Background: an optimization exercise with open tools, aiming at small area. Do not read the settings as production practice. At most, simulation tests tie the RTL to the original design; equivalence was not proved. The flow treats the clock pin as an ideal source, which a real chip does not have. Power figures rest on the tool's default switching activity, not on a simulated workload.

## old
## axi_stream_insert_header
module axi_stream_insert_header #(
    parameter DATA_WD = 32,
    parameter DATA_BYTE_WD = DATA_WD / 8,
    parameter BYTE_CNT_WD = $clog2(DATA_BYTE_WD)
) (
    input clk,
    input rst_n,
    input valid_in,
    input [DATA_WD-1 : 0] data_in,
    input [DATA_BYTE_WD-1 : 0] keep_in,
    input last_in,
    output ready_in,
    output valid_out,
    output [DATA_WD-1 : 0] data_out,
    output [DATA_BYTE_WD-1 : 0] keep_out,
    output last_out,
    input ready_out,
    input valid_insert,
    input [DATA_WD-1 : 0] header_insert,
    input [DATA_BYTE_WD-1 : 0] keep_insert,
    input [BYTE_CNT_WD : 0] byte_insert_cnt,
    output ready_insert
);
export LEC_CHECK = 0
export CAP_MARGIN = 0
export CORE_MARGIN = 2
export CORE_UTILIZATION = 40
export PLACE_DENSITY = 0.8
export SLEW_MARGIN = 0
export SYNTH_HIERARCHICAL = 1
export SYNTH_MINIMUM_KEEP_SIZE = 0
create_clock -name core_clock -period 5.5 [get_ports {clk}]
standard.sh (not shown) runs the stock make flow with config.mk's settings and CLKGATE_MAP_FILE= SYNTH_SCRIPT=/design/flow/synth_recipe.tcl, a recipe that flattens the netlist after the stock synthesis.
==> flow/flow/run.sh <==
#!/bin/bash
# Standard ORFS layout (the standard.sh, standard synthesis) with:
#  - plain buf_1 cells as the port buffers,
#  - CTS with clkbuf_8 and no dummy loads,
#  - a power-recovery resize after CTS (downsizes cells that have slack).
set -uo pipefail
here=$(pwd)
export BUFFER_PORTS_ARGS="-buffer_cell sky130_fd_sc_hd__buf_1"
export CTS_ARGS="-sink_clustering_enable -repair_clock_nets -dont_use_dummy_load -buf_list sky130_fd_sc_hd__clkbuf_8"
export POST_CTS_TCL="$here/flow/post_cts.tcl"
bash standard.sh finish > flow.log 2>&1
==> flow/flow/post_cts.tcl <==
# Downsize cells that have timing slack to spare, then re-legalize.
log_cmd repair_timing -recover_power 100 -verbose
log_cmd detailed_placement
check_placement -verbose
old completed end to end with timing, DRC and antenna clean.
What new does differently from old at the input level:
-- flow/flow/run.sh --
<<< old, line 4
#  - CTS with clkbuf_8 and no dummy loads,
#  - a power-recovery resize after CTS (downsizes cells that have slack).
set -uo pipefail
>>> new, line 4
#  - CTS with clkbuf_8 and no dummy loads,
#  - a power-recovery resize after CTS and after global routing (downsizes
#    cells that have slack).
set -uo pipefail
<<< old, line 10
export POST_CTS_TCL="$here/flow/post_cts.tcl"
bash standard.sh finish > flow.log 2>&1
>>> new, line 11
export POST_CTS_TCL="$here/flow/post_cts.tcl"
export RECOVER_POWER=100
bash standard.sh finish > flow.log 2>&1
-- flow/config.mk --
<<< old, line 10
export CORE_UTILIZATION = 40
export PLACE_DENSITY = 0.8
>>> new, line 10
export CORE_UTILIZATION = 40
export GPL_ROUTABILITY_DRIVEN = 0
export PLACE_DENSITY = 0.8
Results
new had finished all stages when the layout checks came back failing, citing max-capacitance violations, max-slew violations. The clock skew on new is in line with that on old. From old to new the numbers moved as follows: utilization roughly the same; slack of the critical path now sits lower. Number of max-cap violations for new is higher than for old. Any difference in cell area between old and new is small enough to ignore. On clock transition at the registers of the reported paths, old and new are basically level.

---

axi_stream_insert_header, a different RTL version from the one above (not shown whole).
For scale: roughly 790 cells after synthesis, ~190 flip-flops, roughly 120 I/O pins, ~8100 um2 of cells after synthesis.
## axi_stream_insert_header
module axi_stream_insert_header #(
    parameter DATA_WD = 32,
    parameter DATA_BYTE_WD = DATA_WD / 8,
    parameter BYTE_CNT_WD = $clog2(DATA_BYTE_WD)
) (
    input clk,
    input rst_n,
    input valid_in,
    input [DATA_WD-1 : 0] data_in,
    input [DATA_BYTE_WD-1 : 0] keep_in,
    input last_in,
    output ready_in,
    output valid_out,
    output [DATA_WD-1 : 0] data_out,
    output [DATA_BYTE_WD-1 : 0] keep_out,
    output last_out,
    input ready_out,
    input valid_insert,
    input [DATA_WD-1 : 0] header_insert,
    input [DATA_BYTE_WD-1 : 0] keep_insert,
    input [BYTE_CNT_WD : 0] byte_insert_cnt,
    output ready_insert
);
export LEC_CHECK = 0
export CAP_MARGIN = 0
export CORE_MARGIN = 2
export CORE_UTILIZATION = 50
export CTS_BUF_LIST = sky130_fd_sc_hd__clkbuf_8
export PLACE_DENSITY = 0.65
export SLEW_MARGIN = 0
export SYNTH_HIERARCHICAL = 1
export SYNTH_MINIMUM_KEEP_SIZE = 0
create_clock -name core_clock -period 5.5 [get_ports {clk}]
==> flow/flow/run.sh <==
#!/bin/bash
# Standard ORFS layout, with plain buf_1 cells on the ports, no CTS dummy
# loads, and a power-recovery resize after CTS (downsizes cells with slack).
set -uo pipefail
here=$(pwd)
export BUFFER_PORTS_ARGS="-buffer_cell sky130_fd_sc_hd__buf_1"
export CTS_ARGS="-sink_clustering_enable -repair_clock_nets -dont_use_dummy_load"
export POST_CTS_TCL="$here/flow/post_cts.tcl"
bash standard.sh finish > flow.log 2>&1
Scripts as last shown in full above: flow/flow/post_cts.tcl
The first run passed the timing, DRC and antenna checks.
Next try:
==> flow/flow/run.sh (replaced) <==
#!/bin/bash
# Standard ORFS layout (the standard.sh, standard synthesis) with:
#  - plain buf_1 cells as the port buffers,
#  - CTS with clkbuf_8 and no dummy loads,
#  - a power-recovery resize after CTS (downsizes cells that have slack).
set -uo pipefail
here=$(pwd)
export BUFFER_PORTS_ARGS="-buffer_cell sky130_fd_sc_hd__buf_1"
export CTS_ARGS="-sink_clustering_enable -repair_clock_nets -dont_use_dummy_load -buf_list sky130_fd_sc_hd__clkbuf_8"
export POST_CTS_TCL="$here/flow/post_cts.tcl"
bash standard.sh finish > flow.log 2>&1
--- a/flow/config.mk
+++ b/flow/config.mk
@@ -10,3 +10,2 @@
 export CORE_UTILIZATION = 50
-export CTS_BUF_LIST = sky130_fd_sc_hd__clkbuf_8
 export PLACE_DENSITY = 0.65
What happened:
- register-to-register slack improves by 0.26 ns
- cell count is unchanged
- setup slack is better by 0.0052 ns
- clock skew is higher by 0.018 ns
- total power shrinks by 5.1%
- area after synthesis stays the same
- final area fell by 2.0%
- routed wire length hardly moves
- first-iteration DRC count is higher by 3.5%

---

RTL: one of the versions met above, not the one the previous note started from.
export LEC_CHECK = 0
export CAP_MARGIN = 0
export CORE_MARGIN = 2
export CORE_UTILIZATION = 40
export PLACE_DENSITY = 0.6
export SLEW_MARGIN = 0
export SYNTH_HIERARCHICAL = 1
export SYNTH_MINIMUM_KEEP_SIZE = 0
create_clock -name core_clock -period 5.5 [get_ports {clk}]
==> flow/flow/run.sh <==
#!/bin/bash
# Standard ORFS layout (the standard.sh, standard synthesis) with:
#  - plain buf_1 cells as the port buffers,
#  - CTS with clkbuf_8 and no dummy loads,
#  - a power-recovery resize after CTS (downsizes cells that have slack).
set -uo pipefail
here=$(pwd)
export BUFFER_PORTS_ARGS="-buffer_cell sky130_fd_sc_hd__buf_1"
export CTS_ARGS="-sink_clustering_enable -repair_clock_nets -dont_use_dummy_load -buf_list \"sky130_fd_sc_hd__clkbuf_4 sky130_fd_sc_hd__clkbuf_8\""
export POST_CTS_TCL="$here/flow/post_cts.tcl"
bash standard.sh finish > flow.log 2>&1
Scripts as last shown in full above: flow/flow/post_cts.tcl
The starting point ran to the end with no violations.
Next try:
--- a/flow/flow/run.sh
+++ b/flow/flow/run.sh
@@ -7,5 +7,5 @@
 here=$(pwd)
 export BUFFER_PORTS_ARGS="-buffer_cell sky130_fd_sc_hd__buf_1"
-export CTS_ARGS="-sink_clustering_enable -repair_clock_nets -dont_use_dummy_load -buf_list \"sky130_fd_sc_hd__clkbuf_4 sky130_fd_sc_hd__clkbuf_8\""
+export CTS_ARGS="-sink_clustering_enable -repair_clock_nets -dont_use_dummy_load -buf_list sky130_fd_sc_hd__clkbuf_8"
 export POST_CTS_TCL="$here/flow/post_cts.tcl"
 bash standard.sh finish > flow.log 2>&1
- GPL_ROUTABILITY_DRIVEN: not set -> 0
- PLACE_DENSITY: 0.6 -> 0.8
Effect: Global-route usage is lower by 0.21 points. Final area is lower by 0.44%. Critical path depth is unchanged. Via count is higher by 3.0%. Non-clock buffer count is lower by 2. Total power is lower by 0.39%. Routed wire length is lower by 2.4%.
Next try:
- PLACE_DENSITY: 0.8 -> 0.7
Effect:
- The new run finished clean
- maximum frequency goes up by roughly a tenth
- die area is unchanged
- clock-buffer cell count is unchanged
- flip-flop and latch count does not change
- routed wire length is higher slightly
- total power hardly moves
- design area is higher slightly
Next try:
- PLACE_DENSITY: 0.7 -> 0.92
The changed run produced a clean layout.
Flip-flop and latch count is unchanged.
Sequential power stays flat.
Hold slack stays flat.
Wire length is higher by 1.5%.
Sequential share of layout area hardly moves.

---

== the baseline ==
Another version of the RTL of axi_stream_insert_header (not shown whole).
Size: roughly 780 cells after synthesis, about 190 flip-flops, about 120 I/O pins, roughly 8200 sq um of cells after synthesis.
Settings: LEC_CHECK=0, CAP_MARGIN=0, CORE_MARGIN=2, CORE_UTILIZATION=65, CTS_BUF_LIST=sky130_fd_sc_hd__clkbuf_8, PLACE_DENSITY=0.8, SLEW_MARGIN=0, SYNTH_HIERARCHICAL=1, SYNTH_MINIMUM_KEEP_SIZE=0; clock period 5.5 ns.
==> flow/flow/run.sh <==
#!/bin/bash
# Standard ORFS layout, with plain buf_1 cells on the ports and no CTS dummy loads.
set -uo pipefail
export BUFFER_PORTS_ARGS="-buffer_cell sky130_fd_sc_hd__buf_1"
export CTS_ARGS="-sink_clustering_enable -repair_clock_nets -dont_use_dummy_load"
bash standard.sh finish > flow.log 2>&1
The baseline ran to completion and came out clean on the timing, DRC and antenna checks.
Setup changes, the baseline to the candidate
- PLACE_DENSITY changed from 0.8 to 0.6
- CORE_UTILIZATION changed from 65 to 40
==> flow/run.sh (new file) <==
#!/bin/bash
# synth_recipe.tcl (not shown) runs the flow's synth.tcl, then flattens the netlist and writes it again
# the make line also repeats each setting of config.mk as NAME=value (left out here)
make -C /OpenROAD-flow-scripts/flow DESIGN_CONFIG=/design/flow/config.mk WORK_HOME=/design/flow/orfs CLKGATE_MAP_FILE= SYNTH_SCRIPT=/design/flow/synth_recipe.tcl finish
removed: flow/flow/run.sh
removed: flow/standard.sh
==> summary.txt <==
- Number of well taps: the candidate vs the baseline up 61%
- Core utilization: the candidate < the baseline
- Taking the baseline as the reference, in the candidate worst slack on hold paths has remained practically unchanged; clock slew at the register clock pins of the worst setup and hold paths climbed 0.04 ns; maximum fanout along the worst path has decreased; relative contribution of combinational cells to total power shows an increase of 1.5 points; sum of internal, switching and leakage power grew by about 1.4%.
- For the baseline, the timing startpoint of the critical path was valid_in, unlike the candidate, where it was kl[0].
- Delta (the candidate minus the baseline): final worst-path setup slack now smaller; routed wire length up about 1.7%; summed area of non-filler cells in the final layout picked up an extra about 10%; die area now sits higher.
No run of this note included a check of the RTL's function; only the layout flow was run.

---

try-umber:
Another version of the RTL of axi_stream_insert_header (not shown whole).
Size in the first run: about 800 cells after synthesis, roughly 200 flip-flops, roughly 8200 µm² of cells after synthesis.
Settings: LEC_CHECK=0, CAP_MARGIN=20, CORE_MARGIN=2, CORE_UTILIZATION=40, PLACE_DENSITY=0.6, SLEW_MARGIN=20, SYNTH_HIERARCHICAL=1, SYNTH_MINIMUM_KEEP_SIZE=0; clock period 5.5 ns.
==> flow/flow/run.sh <==
#!/bin/bash
# Standard ORFS layout, with plain buf_1 cells on the ports and no CTS dummy loads.
set -uo pipefail
export BUFFER_PORTS_ARGS="-buffer_cell sky130_fd_sc_hd__buf_1"
export CTS_ARGS="-sink_clustering_enable -repair_clock_nets -dont_use_dummy_load"
bash standard.sh finish > flow.log 2>&1
What try-lagoon does differently from try-umber at the input level:
==> flow/run.sh (new file) <==
#!/bin/bash
# synth_recipe.tcl (not shown) runs the flow's synth.tcl, then flattens the netlist and writes it again
# the make line also repeats each setting of config.mk as NAME=value (left out here)
make -C /OpenROAD-flow-scripts/flow DESIGN_CONFIG=/design/flow/config.mk WORK_HOME=/design/flow/orfs CLKGATE_MAP_FILE= SYNTH_SCRIPT=/design/flow/synth_recipe.tcl finish
removed: flow/flow/run.sh
removed: flow/standard.sh
Looking only at finished layout cell area, and setting everything else aside, the lower value of try-umber and try-lagoon goes to try-umber. Register-to-register setup slack of try-lagoon is on par with try-umber. try-lagoon: PASS, flow complete, no timing, DRC or antenna violations. Going from try-umber to try-lagoon, part of the total power dissipated in the clock network climbed 2.1 points; maximum frequency from static timing analysis dropped 19 MHz; setup slack dropped 360 ps.

---

## build 64
axi_stream_insert_header, a different RTL version from the one above (not shown whole).
Size: roughly 770 cells after synthesis.
Settings: LEC_CHECK=0, CAP_MARGIN=0, CORE_MARGIN=2, CORE_UTILIZATION=40, PLACE_DENSITY=0.6, SLEW_MARGIN=0, SYNTH_HIERARCHICAL=1, SYNTH_MINIMUM_KEEP_SIZE=0; clock period 5.5 ns.
==> flow/flow/run.sh <==
#!/bin/bash
# Standard ORFS layout (the standard.sh, standard synthesis) with:
#  - plain buf_1 cells as the port buffers,
#  - CTS with clkbuf_8 and no dummy loads,
#  - a power-recovery resize after CTS (downsizes cells that have slack).
set -uo pipefail
here=$(pwd)
export BUFFER_PORTS_ARGS="-buffer_cell sky130_fd_sc_hd__buf_1"
export CTS_ARGS="-sink_clustering_enable -repair_clock_nets -dont_use_dummy_load -buf_list sky130_fd_sc_hd__clkbuf_8 -sink_clustering_size 24 -sink_clustering_max_diameter 100"
export POST_CTS_TCL="$here/flow/post_cts.tcl"
bash standard.sh finish > flow.log 2>&1
Scripts as last shown in full above: flow/flow/post_cts.tcl
Relative to build 64, the following input files were edited for build 25:
==> flow/flow/run.sh <==
#!/bin/bash
# Standard ORFS layout (the standard.sh, standard synthesis) with:
#  - plain buf_1 cells as the port buffers,
#  - CTS with clkbuf_8 and no dummy loads,
#  - a power-recovery resize after CTS (downsizes cells that have slack).
set -uo pipefail
here=$(pwd)
export BUFFER_PORTS_ARGS="-buffer_cell sky130_fd_sc_hd__buf_1"
export CTS_ARGS="-sink_clustering_enable -repair_clock_nets -dont_use_dummy_load -buf_list sky130_fd_sc_hd__clkbuf_8"
export POST_CTS_TCL="$here/flow/post_cts.tcl"
bash standard.sh finish > flow.log 2>&1
Results
- Reported for build 25 and build 64, area overhead of the layout relative to synthesis turned out identical to the last digit.
- Re placeable core region: no difference whatsoever between build 25 and build 64.
- Diff build 64..build 25 | peak fanout along the critical path | unchanged
- Build 25 vs. build 64: routed wire length did not really move; setup slack about even.
- Build 25 against build 64: final cell count about even, number of hold violations in the final report shows no meaningful change.

[port drivers added, routing unchanged]
The flow's constraints put no driver on any port. The routed layouts listed below were extracted and timed again, unchanged, in two steps.
Step 1: set_driving_cell puts a clkbuf_16 on clk and a buf_2 on each other input, an assumption about the parent block.
Step 2 moves the port delays by t, midway between the first and last clock arrival at a register: inputs arrive t later, outputs are due t later. That takes back most of the time a late clock gives input paths.
Slacks: no drivers / after step 1 / after step 2; pairs: no drivers / after step 1.
| run | shift t [ns] | setup WS [ns] | slew at the worst register clock pin (ns) | cell pins on the clock port's net |
|---|---|---|---|---|
| old | 0.500 | 1.038 / 1.053 / 0.553 | 0.11 / 0.11 | 1 |
| new | 0.499 | 0.656 / 0.672 / 0.173 | 0.11 / 0.11 | 1 |
| the first run of note 2 | 0.469 | 1.302 / 1.319 / 0.850 | 0.07 / 0.07 | 1 |
| the second run of note 2 | 0.488 | 1.307 / 1.318 / 0.830 | 0.11 / 0.11 | 1 |
| the first run of note 3 | 0.494 | 1.486 / 1.509 / 1.016 | 0.12 / 0.12 | 1 |
| the second run of note 3 | 0.500 | 1.038 / 1.053 / 0.553 | 0.11 / 0.11 | 1 |
| the third run of note 3 | 0.491 | 1.564 / 1.574 / 1.083 | 0.10 / 0.10 | 1 |
| the fourth run of note 3 | 0.503 | 1.441 / 1.457 / 0.954 | 0.10 / 0.10 | 1 |
| the baseline | 0.467 | 1.082 / 1.102 / 0.635 | 0.07 / 0.07 | 1 |
| the candidate | 0.512 | 0.875 / 0.832 / 0.629 | 0.10 / 0.10 | 1 |
| try-umber | 0.474 | 1.270 / 1.223 / 1.079 | 0.08 / 0.08 | 1 |
| try-lagoon | 0.479 | 0.909 / 0.864 / 0.885 | 0.08 / 0.08 | 1 |
| build 64 | 0.499 | 1.047 / 1.059 / 0.560 | 0.10 / 0.10 | 1 |
| build 25 | 0.499 | 1.047 / 1.059 / 0.560 | 0.10 / 0.10 | 1 |
